Source: an optimization exercise on an open RTL-to-GDS flow (aim: small area). Production flows keep margins and buffers that such runs may drop. At most, simulation tests tie the RTL to the original design; equivalence was not proved. Power is estimated from default activity; no workload was simulated.

Setup of before:
## spi_interface
module spi_interface(
    output reg          mosi,
    input               miso,
    input               clk,
    input               rst,
    output reg          RX_valid,
    output reg [7:0]    output_shift_register,
    input               TX_valid,
    input [7:0]         input_shift_register
);
Size: roughly 940 cells after synthesis, roughly 22 I/O pins, roughly 16000 µm² of cells after synthesis.
export LEC_CHECK = 0
export ABC_AREA = 0
export CAP_MARGIN = 20
export CORE_MARGIN = 2
export CORE_UTILIZATION = 75
export PLACE_DENSITY = 0.8
export SLEW_MARGIN = 20
export SYNTH_HIERARCHICAL = 1
create_clock -name core_clock -period 5.0 [get_ports {clk}]
standard.sh (not shown) runs the stock make flow with config.mk's settings and CLKGATE_MAP_FILE= SYNTH_SCRIPT=/design/flow/synth_recipe.tcl, a recipe that flattens the netlist after the stock synthesis.
==> flow/flow/run.sh <==
#!/bin/bash
set -euo pipefail
export CTS_ARGS="-sink_clustering_enable -repair_clock_nets -dont_use_dummy_load -sink_clustering_size 13 -sink_clustering_max_diameter 35 -buf_list sky130_fd_sc_hd__buf_4"
export BUFFER_PORTS_ARGS="-buffer_cell sky130_fd_sc_hd__buf_1"
dont_use="sky130_fd_sc_hd__probe_p_8 sky130_fd_sc_hd__probec_p_8 sky130_fd_sc_hd__lpflow_*"
bash standard.sh synth > synth.log 2>&1
python3 flow/filter_lib.py $FLOW_HOME/platforms/sky130hd/lib/sky130_fd_sc_hd__tt_025C_1v80.lib restructure.lib "$dont_use"
RESTRUCTURE_RESULTS=orfs/results/sky130hd/spi_interface/base RESTRUCTURE_LIB=restructure.lib RESTRUCTURE_DONT_USE="$dont_use" \
  openroad -no_init -exit flow/restructure.tcl > restructure.log 2>&1
bash standard.sh > standard.log 2>&1
==> flow/flow/filter_lib.py <==
# Write a copy of a liberty file without the cells the platform marks
# don't-use, for restructure (which reads the liberty file directly).
import re, sys, fnmatch
src, dst = sys.argv[1], sys.argv[2]
pats = sys.argv[3].split()
text = open(src).read()
out = []
pos = 0
for m in re.finditer(r'\n\s*cell\s*\(\s*"?([\w$]+)"?\s*\)\s*\{', text):
    name = m.group(1)
    if not any(fnmatch.fnmatch(name, p) for p in pats):
        continue
    # find the matching closing brace of this cell group
    depth = 0
    i = m.end() - 1
    while True:
        c = text[i]
        if c == '{':
            depth += 1
        elif c == '}':
            depth -= 1
            if depth == 0:
                break
        i += 1
    out.append(text[pos:m.start()])
    pos = i + 1
out.append(text[pos:])
open(dst, 'w').write(''.join(out))
==> flow/flow/restructure.tcl <==
# Resynthesise the logic between flip-flops of the synthesised design for
# area with OpenROAD's restructure (ABC), in place in 1_synth.odb. Flip-flops
# and ports are not touched.
set plat $::env(FLOW_HOME)/platforms/sky130hd
set res $::env(RESTRUCTURE_RESULTS)
read_db $res/1_synth.odb
read_liberty $plat/lib/sky130_fd_sc_hd__tt_025C_1v80.lib
read_sdc $res/1_synth.sdc
set_dont_use $::env(RESTRUCTURE_DONT_USE)
report_design_area
file mkdir restructure
# restructure reads the liberty file itself: give it one without the
# don't-use cells
restructure -target area -liberty_file $::env(RESTRUCTURE_LIB) \
  -tielo_port sky130_fd_sc_hd__conb_1/LO -tiehi_port sky130_fd_sc_hd__conb_1/HI \
  -work_dir restructure
report_design_area
write_db $res/1_synth.odb
#### Input delta (after over before)
==> flow/flow/run.sh <==
#!/bin/bash
# The standard layout, with our own clock tree synthesis options.
set -euo pipefail
export CTS_ARGS="-sink_clustering_enable -repair_clock_nets -dont_use_dummy_load -sink_clustering_size 13 -sink_clustering_max_diameter 35 -buf_list sky130_fd_sc_hd__buf_4"
export BUFFER_PORTS_ARGS="-buffer_cell sky130_fd_sc_hd__buf_1"
bash standard.sh > standard.log 2>&1
removed: flow/flow/filter_lib.py
removed: flow/flow/restructure.tcl
## What came out
Clock-net power essentially unchanged between before and after. NOTE total internal power before->after increased slightly. Measured against each other, after and before differ in violation count after the first detailed-routing iteration, the higher figure coming from before.

Another version of the RTL of spi_interface (not shown whole).
Size: about 710 flip-flops, roughly 16000 um2 of cells after synthesis.
Settings: LEC_CHECK=0, CAP_MARGIN=20, CORE_MARGIN=2, CORE_UTILIZATION=65, SLEW_MARGIN=20; clock period 5.0 ns.
==> flow/flow/run.sh <==
#!/bin/bash
# The standard layout, with our own clock tree synthesis options.
set -euo pipefail
export CTS_ARGS="-sink_clustering_enable -repair_clock_nets -sink_clustering_size 18 -sink_clustering_max_diameter 50 -buf_list sky130_fd_sc_hd__buf_6 -dont_use_dummy_load"
export BUFFER_PORTS_ARGS="-buffer_cell sky130_fd_sc_hd__buf_1"
bash standard.sh > standard.log 2>&1
The first run produced a clean layout.
Edit:
==> flow/flow/run.sh (replaced) <==
#!/bin/bash
# The standard layout, with our own clock tree synthesis options.
set -euo pipefail
export CTS_ARGS="-sink_clustering_enable -repair_clock_nets -sink_clustering_size 22 -sink_clustering_max_diameter 50 -buf_list sky130_fd_sc_hd__clkbuf_8 -dont_use_dummy_load"
export BUFFER_PORTS_ARGS="-buffer_cell sky130_fd_sc_hd__buf_1"
bash standard.sh > standard.log 2>&1
Result: The new run finished with timing, DRC and antenna clean; maximum frequency goes up by 2.5%; final cell count stays flat; wire length goes down by 0.31%; via count goes down by 0.81%; area after synthesis stays the same; utilization goes up by 0.24 points; first-iteration DRC count goes up by 6.4%; worst hold slack improves by 0.010 ns; worst setup slack improves by 0.061 ns; die area does not change.
Edit:
==> flow/flow/run.sh (replaced) <==
#!/bin/bash
# The standard layout, with our own clock tree synthesis options.
set -euo pipefail
export CTS_ARGS="-sink_clustering_enable -repair_clock_nets -sink_clustering_size 19 -sink_clustering_max_diameter 50 -buf_list sky130_fd_sc_hd__buf_6 -dont_use_dummy_load"
export BUFFER_PORTS_ARGS="-buffer_cell sky130_fd_sc_hd__buf_1"
bash standard.sh > standard.log 2>&1
ABC_AREA = 1   (was unset)
CORE_UTILIZATION = 75   (was 65)
PLACE_DENSITY = 0.8   (was unset)
The new run ran to the end with no violations.
Total power is higher by 9.4%.
Sequential power is higher by 13%.
First-iteration DRC count goes down by 0.55%.
Worst setup slack is better by 0.20 ns.
Global-route usage rose by 3.5 points.
Cell area decreases by 1.5%.
Register-to-register slack gains 0.48 ns.
Edit:
==> flow/flow/run.sh (replaced) <==
#!/bin/bash
# The standard layout, with our own clock tree synthesis options.
set -euo pipefail
export CTS_ARGS="-sink_clustering_enable -repair_clock_nets -sink_clustering_size 22 -sink_clustering_max_diameter 60 -buf_list sky130_fd_sc_hd__buf_8 -dont_use_dummy_load"
export BUFFER_PORTS_ARGS="-buffer_cell sky130_fd_sc_hd__buf_1"
bash standard.sh > standard.log 2>&1
ABC_AREA = unset   (was 1)
CORE_UTILIZATION = 65   (was 75)
PLACE_DENSITY = unset   (was 0.8)
The new run passed the timing, DRC and antenna checks.
Register-to-register slack got worse by 0.50 ns.
Sequential share of layout area is lower by 1.3 points.
Total power is lower by a little under a tenth.
Setup slack got worse by 0.22 ns.
Edit:
==> flow/flow/run.sh (replaced) <==
#!/bin/bash
# The standard layout, with our own clock tree synthesis options.
set -euo pipefail
export CTS_ARGS="-sink_clustering_enable -repair_clock_nets -sink_clustering_size 18 -sink_clustering_max_diameter 50 -buf_list sky130_fd_sc_hd__buf_6 -dont_use_dummy_load -root_buf sky130_fd_sc_hd__buf_8"
export BUFFER_PORTS_ARGS="-buffer_cell sky130_fd_sc_hd__buf_1"
bash standard.sh > standard.log 2>&1
ABC_AREA = 1   (was unset)
CORE_UTILIZATION = 75   (was 65)
PLACE_DENSITY = 0.8   (was unset)
The new run went through all stages and came out clean.
Via count rose by roughly a tenth.
Register-to-register slack is better by 0.52 ns.
Utilization rose by 11 points.
Sequential power increases by roughly a tenth.
Sequential share of layout area rises by 1.1 points.
Hold slack gains 0.033 ns.
Worst setup slack improved by 0.26 ns.
Final area falls slightly.
Die area falls by roughly a tenth.
Critical path depth fell by 4.
Global-route usage rises by 3.8 points.
Edit:
==> flow/flow/run.sh (replaced) <==
#!/bin/bash
# The standard layout, with our own clock tree synthesis options.
set -euo pipefail
export CTS_ARGS="-sink_clustering_enable -repair_clock_nets -sink_clustering_size 16 -sink_clustering_max_diameter 40 -buf_list sky130_fd_sc_hd__buf_6 -dont_use_dummy_load"
export BUFFER_PORTS_ARGS="-buffer_cell sky130_fd_sc_hd__buf_1"
bash standard.sh > standard.log 2>&1
ABC_AREA = unset   (was 1)
CORE_UTILIZATION = 65   (was 75)
PLACE_DENSITY = unset   (was 0.8)
The changed run ran to the end with no violations.
Power fell by about 8%.
Via count fell by 8.7%.
Die area rose by 16%.

fjord:
Another version of the RTL of spi_interface (not shown whole).
Size in the first run: ~970 cells after synthesis, ~0.016 mm2 of cells after synthesis.
==> flow/design.v (excerpt) <==
module spi_interface(
    output reg          mosi,
    input               miso,
    input               clk,
    input               rst,
    output reg          RX_valid,
    output reg [7:0]    output_shift_register,
    input               TX_valid,
    input [7:0]         input_shift_register
);
genvar j, p;
function is_jc8;
    input [3:0] c;
    input integer n;
    case (n)
        0: is_jc8 = ~c[0] & ~c[3];
        1: is_jc8 =  c[0] & ~c[1];
        2: is_jc8 =  c[1] & ~c[2];
        3: is_jc8 =  c[2] & ~c[3];
        4: is_jc8 =  c[3] &  c[0];
        5: is_jc8 = ~c[0] &  c[1];
        6: is_jc8 = ~c[1] &  c[2];
        default: is_jc8 = ~c[2] & c[3];
    endcase
endfunction
reg       r_in;                                 
reg [3:0] r_bit;                                
wire      r_out = RX_valid & r_bit[0];
reg [3:0] r_q;                                  
reg [1:0] r_m;
reg       r_int;                                
wire r_k8   = (r_q == 4'd2) & (r_m == 2'd2);
wire r_k40  = (r_q == 4'd13) & (r_m == 2'd1);
wire r_end  = r_k40 | (r_int & r_k8);
wire r_last = r_in & is_jc8(r_bit, 7) & r_end;
wire r_odd  = r_q[0] ^ r_m[0];                  
reg [41:0] rr [0:7];
wire miso_n = ~miso;
wire [7:0] r_next;                              
wire [5:0] r_sel = {6{r_out}} & {r_int & (r_m == 2'd2), ~r_int & (r_m == 2'd2),
                                 r_int & (r_m == 2'd1), ~r_int & (r_m == 2'd1),
                                 r_int & (r_m == 2'd0), ~r_int & (r_m == 2'd0)};
generate
    for (j = 0; j < 8; j = j + 1) begin : rl
        wire here = r_in & is_jc8(r_bit, j);
        wire in_even, in_odd;                   
  ...
==> flow/config.mk <==
export PLATFORM = sky130hd
export DESIGN_NAME = spi_interface
export DESIGN_NICKNAME = spi_interface
export VERILOG_FILES = /design/flow/design.v
export SDC_FILE = /design/flow/constraint.sdc
export NUM_CORES = 8
export LEC_CHECK = 0
export ABC_AREA = 0
export CAP_MARGIN = 20
export CORE_MARGIN = 2
export CORE_UTILIZATION = 75
export PLACE_DENSITY = 0.8
export SLEW_MARGIN = 20
export SYNTH_HIERARCHICAL = 1
==> flow/constraint.sdc <==
create_clock -name core_clock -period 5.0 [get_ports {clk}]
set_input_delay 1.0000 -clock core_clock [delete_from_list [all_inputs] [get_ports {clk}]]
set_output_delay 1.0000 -clock core_clock [all_outputs]
set_load 0.01 [all_outputs]
==> flow/flow/run.sh <==
#!/bin/bash
# The standard layout, with our own clock tree synthesis options.
set -euo pipefail
export CTS_ARGS="-sink_clustering_enable -repair_clock_nets -dont_use_dummy_load -sink_clustering_size 13 -sink_clustering_max_diameter 35 -buf_list sky130_fd_sc_hd__buf_4"
export BUFFER_PORTS_ARGS="-buffer_cell sky130_fd_sc_hd__buf_1"
bash standard.sh > standard.log 2>&1
fjord reached the end of the flow, and the finished layout is clean on the timing, DRC and antenna checks.
#### Input delta (zinc over fjord)
==> flow/flow/run.sh <==
#!/bin/bash
set -euo pipefail
export CTS_ARGS="-sink_clustering_enable -repair_clock_nets -dont_use_dummy_load -sink_clustering_size 13 -sink_clustering_max_diameter 35 -buf_list sky130_fd_sc_hd__buf_4"
export BUFFER_PORTS_ARGS="-buffer_cell sky130_fd_sc_hd__buf_1"
export PRE_FLOORPLAN_TCL=$(pwd)/flow/restructure.tcl
bash standard.sh > standard.log 2>&1
==> flow/flow/restructure.tcl (new file) <==
# Before floorplanning: resynthesise the logic between flip-flops for area
# with OpenROAD's restructure (ABC). Flip-flops and ports are not touched.
set_dont_use $::env(DONT_USE_CELLS)
report_design_area
file mkdir $::env(OBJECTS_DIR)/restructure
restructure -target area -liberty_file [lindex $::env(LIB_FILES) 0] \
  -tielo_port [join $::env(TIELO_CELL_AND_PORT) /] \
  -tiehi_port [join $::env(TIEHI_CELL_AND_PORT) /] \
  -work_dir $::env(OBJECTS_DIR)/restructure
report_design_area
Findings:
zinc did not run to completion, as it errored out during floorplan.
fjord finished every stage and its layout cleared the timing, DRC and antenna checks.
zinc — die boundary width 0.90 um lower, fjord as reference
[zinc] placement row count fell 1 relative to fjord
When the final numbers for fjord and zinc were put side by side, the floorplan die height turned out to be greater in fjord.
On zinc: average footprint of a synthesized cell is 0.46 um2 higher than what fjord gave.
Comparing fjord and zinc, the higher starting density of the core was measured on zinc.
The run showing the smaller synthesized cell area is zinc.
Higher synthesized netlist cell count among fjord and zinc: fjord
Changes in tundra relative to zinc:
==> flow/flow/run.sh <==
#!/bin/bash
set -euo pipefail
export CTS_ARGS="-sink_clustering_enable -repair_clock_nets -dont_use_dummy_load -sink_clustering_size 13 -sink_clustering_max_diameter 35 -buf_list sky130_fd_sc_hd__buf_4"
export BUFFER_PORTS_ARGS="-buffer_cell sky130_fd_sc_hd__buf_1"
bash standard.sh synth > synth.log 2>&1
RESTRUCTURE_RESULTS=orfs/results/sky130hd/spi_interface/base \
RESTRUCTURE_DONT_USE="sky130_fd_sc_hd__probe_p_8 sky130_fd_sc_hd__probec_p_8 sky130_fd_sc_hd__lpflow_*" \
  openroad -no_init -exit flow/restructure.tcl > restructure.log 2>&1
bash standard.sh > standard.log 2>&1
==> flow/flow/restructure.tcl <==
# Resynthesise the logic between flip-flops of the synthesised design for
# area with OpenROAD's restructure (ABC), in place in 1_synth.odb. Flip-flops
# and ports are not touched.
set plat $::env(FLOW_HOME)/platforms/sky130hd
set res $::env(RESTRUCTURE_RESULTS)
read_db $res/1_synth.odb
read_liberty $plat/lib/sky130_fd_sc_hd__tt_025C_1v80.lib
read_sdc $res/1_synth.sdc
set_dont_use $::env(RESTRUCTURE_DONT_USE)
report_design_area
file mkdir restructure
restructure -target area -liberty_file $plat/lib/sky130_fd_sc_hd__tt_025C_1v80.lib \
  -tielo_port sky130_fd_sc_hd__conb_1/LO -tiehi_port sky130_fd_sc_hd__conb_1/HI \
  -work_dir restructure
report_design_area
write_db $res/1_synth.odb
Notes after the runs:
Per-instance average area after synthesis came out exactly the same in zinc and tundra. Reported for zinc and tundra, area after synthesis turned out identical to the last digit. Comparing tundra against zinc, there is no change at all in die outline height. From tundra to zinc, synthesized cell count did not move at all. zinc: it failed during floorplan, and the tool reported EST-0104. tundra ran to completion and came out clean on the timing, DRC and antenna checks.

run A:
spi_interface, a different RTL version from the one above (not shown whole).
For scale: about 1100 cells after synthesis.
==> flow/config.mk <==
export PLATFORM = sky130hd
export DESIGN_NAME = spi_interface
export DESIGN_NICKNAME = spi_interface
export VERILOG_FILES = /design/flow/design.v
export SDC_FILE = /design/flow/constraint.sdc
export NUM_CORES = 8
export LEC_CHECK = 0
export CAP_MARGIN = 20
export CORE_MARGIN = 2
export CORE_UTILIZATION = 65
export SLEW_MARGIN = 20
==> flow/constraint.sdc <==
create_clock -name core_clock -period 5.0 [get_ports {clk}]
set_input_delay 1.0000 -clock core_clock [delete_from_list [all_inputs] [get_ports {clk}]]
set_output_delay 1.0000 -clock core_clock [all_outputs]
set_load 0.01 [all_outputs]
==> flow/flow/run.sh <==
#!/bin/bash
# The standard layout, with our own clock tree synthesis options.
set -euo pipefail
export CTS_ARGS="-sink_clustering_enable -repair_clock_nets -sink_clustering_size 35 -sink_clustering_max_diameter 60 -buf_list sky130_fd_sc_hd__buf_12 -dont_use_dummy_load"
export BUFFER_PORTS_ARGS="-buffer_cell sky130_fd_sc_hd__buf_1"
bash standard.sh > standard.log 2>&1
Run A: PASS, flow complete, no timing, DRC or antenna violations
### run A -> run B
==> flow/flow/run.sh <==
#!/bin/bash
# The standard layout, with our own clock tree synthesis options.
set -euo pipefail
export CTS_ARGS="-sink_clustering_enable -repair_clock_nets -sink_clustering_size 20 -sink_clustering_max_diameter 60 -buf_list sky130_fd_sc_hd__clkbuf_8 -dont_use_dummy_load"
export BUFFER_PORTS_ARGS="-buffer_cell sky130_fd_sc_hd__buf_1"
bash standard.sh > standard.log 2>&1
-- flow/config.mk --
<<< run A, line 9
export CORE_MARGIN = 2
export CORE_UTILIZATION = 65
export SLEW_MARGIN = 20
>>> run B, line 9
export CORE_MARGIN = 2
export CORE_UTILIZATION = 80
export PLACE_DENSITY = 0.85
export SLEW_MARGIN = 20
Notes after the runs:
- Going from run A to run B, detailed-route wire length grew by 30%, worst hold slack grew by 0.041 ns, clock share of power shrank by 3.6 points, pin count of the biggest net entering global routing shrank by 5.
Edits applied to the flow inputs when going from run B to run C:
-- flow/config.mk --
<<< run B, line 9
export CORE_MARGIN = 2
export CORE_UTILIZATION = 80
export PLACE_DENSITY = 0.85
export SLEW_MARGIN = 20
>>> run C, line 9
export CORE_MARGIN = 2
export CORE_UTILIZATION = 65
export SLEW_MARGIN = 20
[summary]
Of run B and run C, the run reporting the higher routed wire length was run B.
Die area (run C vs. run B) increases by more than 10%
In run C, the worst setup slack came out 0.025 ns above the value in run B.
| final hold slack | higher: run B |
The via count of run C falls short of that of run B by 714.
Re cell area: run B and run C aren't equal, and the higher value belongs to run C.
As far as maximum number of pins on one net before global-route repair goes, run B and run C are indistinguishable; the numbers are identical.
Input changes introduced in run D (baseline for comparison: run C):
==> flow/flow/run.sh <==
#!/bin/bash
# The standard layout, with our own clock tree synthesis options.
set -euo pipefail
export CTS_ARGS="-sink_clustering_enable -repair_clock_nets -sink_clustering_size 18 -sink_clustering_max_diameter 50 -buf_list sky130_fd_sc_hd__buf_6 -dont_use_dummy_load"
export BUFFER_PORTS_ARGS="-buffer_cell sky130_fd_sc_hd__buf_1"
bash standard.sh > standard.log 2>&1
-- flow/config.mk --
<<< run C, line 7
export LEC_CHECK = 0
export CAP_MARGIN = 20
export CORE_MARGIN = 2
export CORE_UTILIZATION = 65
export SLEW_MARGIN = 20
>>> run D, line 7
export LEC_CHECK = 0
export ABC_AREA = 1
export CAP_MARGIN = 20
export CORE_MARGIN = 2
export CORE_UTILIZATION = 75
export PLACE_DENSITY = 0.8
export SLEW_MARGIN = 20
## What came out
Run C has a higher largest stage delay on the critical path than run D. Delta (run D minus run C): met1 routing resource usage after global routing grew by 4.6 points, leakage power grew by 0.22 nW, detailed-route wire length grew by about 14%. From run C to run D the numbers moved as follows: filler cell count -about 30%; clock-buffer cell count shows an increase of about 9%; sequential-cell power consumption decreased by about 5% relative to the old numbers; post-layout worst setup margin moved down; initial cell density of the core rose by 10 points. Run D ends up with higher sequential share of layout area than run C does.
No functional check of the RTL was part of any run of this note.

[re-timing with driven ports]
How much do the figures lean on ideal ports? The routed layouts below were timed once more, with nothing changed but the port constraints. Step 1, drivers: a clkbuf_16 drives clk and a buf_2 each remaining input, both assumed. Step 2 times the ports against the registers' clock, not the clock port: input delays grow and output delays shrink by t, the midpoint of the rising clock arrivals with the driver on. a / b / c = ideal ports / drivers / drivers and shift; a / b = the first two.
run	shift t [ns]	setup WS [ns]	hold slack, ns	latest minus earliest clock arrival (ns)
before	0.621	2.423 / 2.423 / 2.423	0.288 / 0.288 / 0.288	0.063 / 0.062
after	0.617	2.725 / 2.685 / 2.940	0.279 / 0.279 / 0.279	0.058 / 0.058
the first run of note 2	0.544	2.529 / 2.529 / 2.529	0.275 / 0.275 / 0.275	0.070 / 0.070
the second run of note 2	0.601	2.590 / 2.590 / 2.590	0.285 / 0.285 / 0.285	0.068 / 0.068
the third run of note 2	0.540	2.788 / 2.743 / 3.067	0.305 / 0.305 / 0.305	0.041 / 0.041
the fourth run of note 2	0.526	2.573 / 2.573 / 2.573	0.272 / 0.272 / 0.272	0.057 / 0.057
the fifth run of note 2	0.528	2.837 / 2.791 / 3.085	0.305 / 0.305 / 0.305	0.034 / 0.033
the sixth run of note 2	0.567	2.611 / 2.611 / 2.611	0.306 / 0.306 / 0.306	0.044 / 0.044
fjord	0.619	2.706 / 2.666 / 2.984	0.303 / 0.303 / 0.303	0.056 / 0.056
tundra	0.633	2.339 / 2.339 / 2.339	0.299 / 0.299 / 0.299	0.049 / 0.049
run A	0.506	2.156 / 2.156 / 2.156	0.261 / 0.261 / 0.261	0.078 / 0.078
run B	0.629	2.156 / 2.156 / 2.156	0.302 / 0.302 / 0.302	0.045 / 0.045
run C	0.593	2.181 / 2.181 / 2.181	0.253 / 0.253 / 0.253	0.070 / 0.070
run D	0.554	1.075 / 1.075 / 1.075	0.288 / 0.288 / 0.288	0.061 / 0.061
After both steps setup and hold are still met in every run listed.
